What follows belongs to an exercise in optimizing a design on an open flow for small area; a production flow would make more cautious choices.
Function was checked by simulation only, so behaviour that the tests miss may differ from the original.
Power and IR drop assume default switching activity.

Setup of job 8177:
## APB_UART
module APB_UART(
input         PCLK            ,  
input         PRST_N          ,  
input         PSEL            ,
input         PENABLE         ,
input         PWRITE          ,
input  [31:0] PADDR           ,
input  [31:0] PWDATA          ,
output [31:0] PRDATA          ,
output        IRQ             ,
input         Rxd_i           ,
input         ExtClk_i        ,
output        Txd_o
);
Size in the first run: ~110 I/O pins, ~11,000 µm² of cells after synthesis.
clock: 10.0 ns
lec_check: 0
cap_margin: 20
core_margin: 2
core_utilization: 80
slew_margin: 20
standard.sh (not shown) runs the stock make flow with config.mk's settings and CLKGATE_MAP_FILE= SYNTH_SCRIPT=/design/flow/synth_recipe.tcl, a recipe that flattens the netlist after the stock synthesis.
==> flow/flow/run.sh <==
#!/bin/bash
# Standard ORFS layout (the standard.sh, unchanged synthesis), with
# buf_1 port buffers and a clock tree of clustered clkbuf_4 buffers.
set -o pipefail
export BUFFER_PORTS_ARGS="-buffer_cell sky130_fd_sc_hd__buf_1"
export CTS_ARGS="-sink_clustering_enable -repair_clock_nets -buf_list sky130_fd_sc_hd__clkbuf_4 -dont_use_dummy_load -sink_clustering_size 10 -sink_clustering_max_diameter 60"
bash standard.sh > standard.log 2>&1
--- input diff job 8177..job 7542 ---
# job 8177
export LEC_CHECK = 0
export CAP_MARGIN = 20
export CORE_MARGIN = 2
export CORE_UTILIZATION = 80
export SLEW_MARGIN = 20
create_clock -name core_clock -period 10.0 [get_ports {PCLK}]
# job 7542
export LEC_CHECK = 0
export CAP_MARGIN = 20
export CORE_MARGIN = 2
export CORE_UTILIZATION = 65
export SLEW_MARGIN = 20
create_clock -name core_clock -period 10.0 [get_ports {PCLK}]
==> flow/flow/run.sh <==
#!/bin/bash
# The standard layout (standard.sh's ORFS make line), except:
#  - synthesis uses flow/synth_area.tcl: synth_recipe.tcl unchanged, but the
#    final ABC mapping uses the area-oriented flow/area.abc, and adders are
#    left to ABC (ADDER_MAP_FILE empty: no half/full adder cells);
#  - buf_1 port buffers;
#  - a clock tree of clustered clkbuf_4 buffers.
set -o pipefail
HERE=$(pwd)
export AREA_ABC_SCRIPT=$HERE/flow/area.abc
export FLOW_SYNTH_TCL=$HERE/synth_recipe.tcl
export BUFFER_PORTS_ARGS="-buffer_cell sky130_fd_sc_hd__buf_1"
export CTS_ARGS="-sink_clustering_enable -repair_clock_nets -buf_list sky130_fd_sc_hd__clkbuf_4 -dont_use_dummy_load -sink_clustering_size 10 -sink_clustering_max_diameter 60"
sed "s#SYNTH_SCRIPT=[^ ]*#SYNTH_SCRIPT=$HERE/flow/synth_area.tcl ADDER_MAP_FILE=#" standard.sh > standard_area.sh
grep -q "SYNTH_SCRIPT=$HERE/flow/synth_area.tcl" standard_area.sh || { echo "could not set SYNTH_SCRIPT" > run_error.log; exit 1; }
bash standard_area.sh > standard.log 2>&1
==> flow/flow/area.abc (new file) <==
strash
dch
amap -F 4 -A 8
strash
dch
amap -F 4 -A 8
topo
==> flow/flow/synth_area.tcl (new file) <==
# The standard flow's synthesis script (synth_recipe.tcl, sourced unchanged) with the
# final ABC technology mapping run with an area-oriented script
# (flow/area.abc) instead of ORFS's delay-oriented one.  Registers are
# mapped before ABC runs, so they are the same as the standard synthesis's.
proc abc {args} {
  set i [lsearch -exact $args -script]
  if { $i >= 0 } {
    lset args [expr { $i + 1 }] $::env(AREA_ABC_SCRIPT)
  }
  yosys abc {*}$args
}
source $::env(FLOW_SYNTH_TCL)
## What came out
- NOTE: multi-input combinational cell count in job 7542 exceeds that of job 8177
- Aggregate global-route resource usage in job 7542 vs job 8177: down 3.9 points
- Non-clock buffer total of the final layout: job 8177 and job 7542 compared, lower one is job 8177
- When job 7542 is set beside job 8177, its maximum frequency turns out to be about 7% larger.
- The flow did not stop early for job 7542: all stages ran, and the layout cleared the timing, DRC and antenna checks.
Setup changes, job 7542 to job 9922
==> flow/flow/run.sh <==
#!/bin/bash
# Standard ORFS layout (the standard.sh, unchanged synthesis), with
# buf_1 port buffers and a clock tree of clustered clkbuf_4 buffers.
set -o pipefail
export BUFFER_PORTS_ARGS="-buffer_cell sky130_fd_sc_hd__buf_1"
export CTS_ARGS="-sink_clustering_enable -repair_clock_nets -buf_list sky130_fd_sc_hd__clkbuf_4 -dont_use_dummy_load -sink_clustering_size 10 -sink_clustering_max_diameter 60"
bash standard.sh > standard.log 2>&1
removed: flow/flow/area.abc
removed: flow/flow/synth_area.tcl
## What came out
met1 wire length in job 9922 is 6.0% below job 7542. Lower average wire per cell in the routed design among job 9922 and job 7542: job 7542. Compared job 9922 vs job 7542, and core utilization is down in job 9922. For the first-pass GRT wire length, job 9922 came in 2.0 mm lower than job 7542 did. Shortest period the worst path allows: lower on job 7542. Post-synthesis cell count: job 9922 and job 7542 compared, lower one is job 9922. On pin count of the biggest net entering global routing: between job 9922 and job 7542, it ends up lower for job 7542. Higher final instance area goes to job 9922 over job 7542. Routed wire length on met2, job 9922 and job 7542: higher on job 7542.
Input-level comparison between job 2737 and job 9922:
==> flow/flow/run.sh <==
#!/bin/bash
# The standard layout (standard.sh's ORFS make line), except:
#  - synthesis uses flow/synth_area.tcl: synth_recipe.tcl unchanged, but the
#    final ABC mapping uses the area-oriented flow/area.abc;
#  - buf_1 port buffers;
#  - a clock tree of clustered clkbuf_4 buffers.
set -o pipefail
HERE=$(pwd)
export AREA_ABC_SCRIPT=$HERE/flow/area.abc
export FLOW_SYNTH_TCL=$HERE/synth_recipe.tcl
export BUFFER_PORTS_ARGS="-buffer_cell sky130_fd_sc_hd__buf_1"
export CTS_ARGS="-sink_clustering_enable -repair_clock_nets -buf_list sky130_fd_sc_hd__clkbuf_4 -dont_use_dummy_load -sink_clustering_size 10 -sink_clustering_max_diameter 60"
sed "s#SYNTH_SCRIPT=[^ ]*#SYNTH_SCRIPT=$HERE/flow/synth_area.tcl#" standard.sh > standard_area.sh
grep -q "SYNTH_SCRIPT=$HERE/flow/synth_area.tcl" standard_area.sh || { echo "could not set SYNTH_SCRIPT" > run_error.log; exit 1; }
bash standard_area.sh > standard.log 2>&1
==> flow/flow/area.abc (new file) <==
strash
dch -f
amap -F 4 -A 8 -m
topo
==> flow/flow/synth_area.tcl (new file) <==
# The standard flow's synthesis script (synth_recipe.tcl, sourced unchanged) with the
# final ABC technology mapping run with an area-oriented script
# (flow/area.abc) instead of ORFS's delay-oriented one.  Registers are
# mapped before ABC runs, so they are the same as the standard synthesis's.
proc abc {args} {
  set i [lsearch -exact $args -script]
  if { $i >= 0 } {
    lset args [expr { $i + 1 }] $::env(AREA_ABC_SCRIPT)
  }
  yosys abc {*}$args
}
source $::env(FLOW_SYNTH_TCL)
[summary]
- Area growth from synthesis to layout: job 2737 > job 9922
- Re fraction of area in registers: job 2737 is 1.2 points up on job 9922.
- Job 2737 vs job 9922: total inserted antenna cells down
- Per the comparison of job 2737 with job 9922, cell-internal power went up; area of the die went down; starting density of the core went up; cell area went down; via count went up.
- A capture point of the worst path of RxTickCnt[0] is what job 2737 shows, while RxdFilterQ3 belongs to job 9922.


job 4324:
Another version of the RTL of APB_UART (not shown whole).
For scale: ~270 flip-flops, roughly 110 I/O pins, about 0.010 mm² of cells after synthesis.
export LEC_CHECK = 0
export CAP_MARGIN = 0
export CORE_MARGIN = 2
export CORE_UTILIZATION = 80
export SLEW_MARGIN = 0
create_clock -name core_clock -period 10.0 [get_ports {PCLK}]
==> flow/flow/run.sh <==
#!/bin/bash
# The standard layout (standard.sh's ORFS make line), except:
#  - synthesis uses flow/synth_area.tcl: synth_recipe.tcl unchanged, but the
#    final ABC mapping uses the area-oriented flow/area.abc, and adders are
#    left to ABC (ADDER_MAP_FILE empty: no half/full adder cells);
#  - buf_1 port buffers;
#  - a clock tree of clustered clkbuf_4 buffers.
set -o pipefail
HERE=$(pwd)
export AREA_ABC_SCRIPT=$HERE/flow/area.abc
export FLOW_SYNTH_TCL=$HERE/synth_recipe.tcl
export BUFFER_PORTS_ARGS="-buffer_cell sky130_fd_sc_hd__buf_1"
export CTS_ARGS="-sink_clustering_enable -repair_clock_nets -buf_list sky130_fd_sc_hd__clkbuf_4 -dont_use_dummy_load -sink_clustering_size 10 -sink_clustering_max_diameter 60"
sed "s#SYNTH_SCRIPT=[^ ]*#SYNTH_SCRIPT=$HERE/flow/synth_area.tcl ADDER_MAP_FILE=#" standard.sh > standard_area.sh
grep -q "SYNTH_SCRIPT=$HERE/flow/synth_area.tcl" standard_area.sh || { echo "could not set SYNTH_SCRIPT" > run_error.log; exit 1; }
bash standard_area.sh > standard.log 2>&1
==> flow/flow/area.abc <==
strash
dch
amap -F 4 -A 8
strash
dch
amap -F 4 -A 8
topo
==> flow/flow/synth_area.tcl <==
# The standard flow's synthesis script (synth_recipe.tcl, sourced unchanged) with the
# final ABC technology mapping run with an area-oriented script
# (flow/area.abc) instead of ORFS's delay-oriented one.  Registers are
# mapped before ABC runs, so they are the same as the standard synthesis's.
proc abc {args} {
  set i [lsearch -exact $args -script]
  if { $i >= 0 } {
    lset args [expr { $i + 1 }] $::env(AREA_ABC_SCRIPT)
  }
  yosys abc {*}$args
}
source $::env(FLOW_SYNTH_TCL)
FAIL job 4324 @ 6_report: tool exited with error
[inputs] job 1871 vs job 4324
# job 4324
export LEC_CHECK = 0
export CAP_MARGIN = 0
export CORE_MARGIN = 2
export CORE_UTILIZATION = 80
export SLEW_MARGIN = 0
create_clock -name core_clock -period 10.0 [get_ports {PCLK}]
# job 1871
export LEC_CHECK = 0
export CAP_MARGIN = 10
export CORE_MARGIN = 2
export CORE_UTILIZATION = 80
export SLEW_MARGIN = 10
create_clock -name core_clock -period 10.0 [get_ports {PCLK}]
[summary]
Job 1871 reached the end of the flow, and the finished layout is clean on the timing, DRC and antenna checks. Re number of buffers inserted during clock tree synthesis: no difference whatsoever between job 1871 and job 4324. Re post-CTS setup-driven buffer insertion count: no difference whatsoever between job 1871 and job 4324. Compared with job 4324, in job 1871 remaining number of nets flagged by the antenna check after routing level; effective utilization at floorplan level; cell row count level. Post-synth design cell area came out exactly the same in job 4324 and job 1871. From job 4324 to job 1871 the numbers moved as follows: global-route usage held steady, via count held steady. Reported for job 4324 and job 1871, number of enable-type register cells in the synthesized netlist turned out identical to the last digit. Count of routing violations after the opening detailed-route iteration went up by a few percent going from job 4324 to job 1871. As of job 1871, detailed-route wire length had risen slightly compared to job 4324.
## Diff of input files: job 5976 against job 1871
# job 1871
export LEC_CHECK = 0
export CAP_MARGIN = 10
export CORE_MARGIN = 2
export CORE_UTILIZATION = 80
export SLEW_MARGIN = 10
create_clock -name core_clock -period 10.0 [get_ports {PCLK}]
# job 5976
export LEC_CHECK = 0
export CAP_MARGIN = 20
export CORE_MARGIN = 2
export CORE_UTILIZATION = 65
export SLEW_MARGIN = 20
create_clock -name core_clock -period 10.0 [get_ports {PCLK}]
### Flow results
Sort job 1871 and job 5976 by via count of the first global-routing pass desc -> top: job 1871. Measured against each other, job 1871 and job 5976 differ in via count, the higher figure coming from job 1871. Comparing job 1871 and job 5976, the lower fraction of final layout cells with drive strength greater than 1 is on job 1871. Highest net fanout along the worst path is higher on job 5976. Going from job 1871 to job 5976, clock period minus final worst setup slack moved down, placed wire-length estimate has decreased, power dropped about 1.1%, row count higher. Looking at flip-flop and latch share of the layout cell area, job 5976 sits 0.23 points lower than job 1871 does. Looking at biggest cell delay along the critical path, job 5976 sits 0.44 ns above job 1871.
#### Input delta (job 1864 over job 5976)
# job 5976
export LEC_CHECK = 0
export CAP_MARGIN = 20
export CORE_MARGIN = 2
export CORE_UTILIZATION = 65
export SLEW_MARGIN = 20
create_clock -name core_clock -period 10.0 [get_ports {PCLK}]
# job 1864
export LEC_CHECK = 0
export CAP_MARGIN = 20
export CORE_MARGIN = 2
export CORE_UTILIZATION = 80
export SLEW_MARGIN = 20
create_clock -name core_clock -period 10.0 [get_ports {PCLK}]
Notes after the runs:
Compared with job 5976, job 1864 shows a higher portion of total power attributed to combinational logic. From job 5976 to job 1864 the numbers moved as follows: total number of placement rows now smaller; count of multi-input gates comparable; portion of the layout cell area used by clock cells comparable.

## separate check: timing with driven ports
In the flow no input, the clock included, has a driving cell. The finished layouts below were timed again as built, in two steps.
Step 1 assumes that a clkbuf_16 drives the clock port and a buf_2 every other input.
Step 2 moves the port delays by t, midway between the first and last clock arrival at a register: inputs arrive t later, outputs are due t later. That takes back most of the time a late clock gives input paths.
Three values: ideal ports, drivers, drivers and shift; two values: the first two.
| run | shift t [ns] | setup WS [ns] | cell pins on the clock port's net |
|---|---|---|---|
| job 8177 | 0.701 | 2.668 / 2.668 / 2.668 | 1 |
| job 7542 | 0.697 | 3.171 / 3.171 / 3.171 | 1 |
| job 9922 | 0.695 | 2.638 / 2.638 / 2.638 | 1 |
| job 2737 | 0.704 | 2.549 / 2.549 / 2.549 | 1 |
| job 1871 | 0.675 | 2.758 / 2.758 / 2.758 | 1 |
| job 5976 | 0.687 | 3.130 / 3.130 / 3.130 | 1 |
| job 1864 | 0.689 | 2.867 / 2.867 / 2.867 | 1 |
After both steps setup and hold are still met in every run listed.
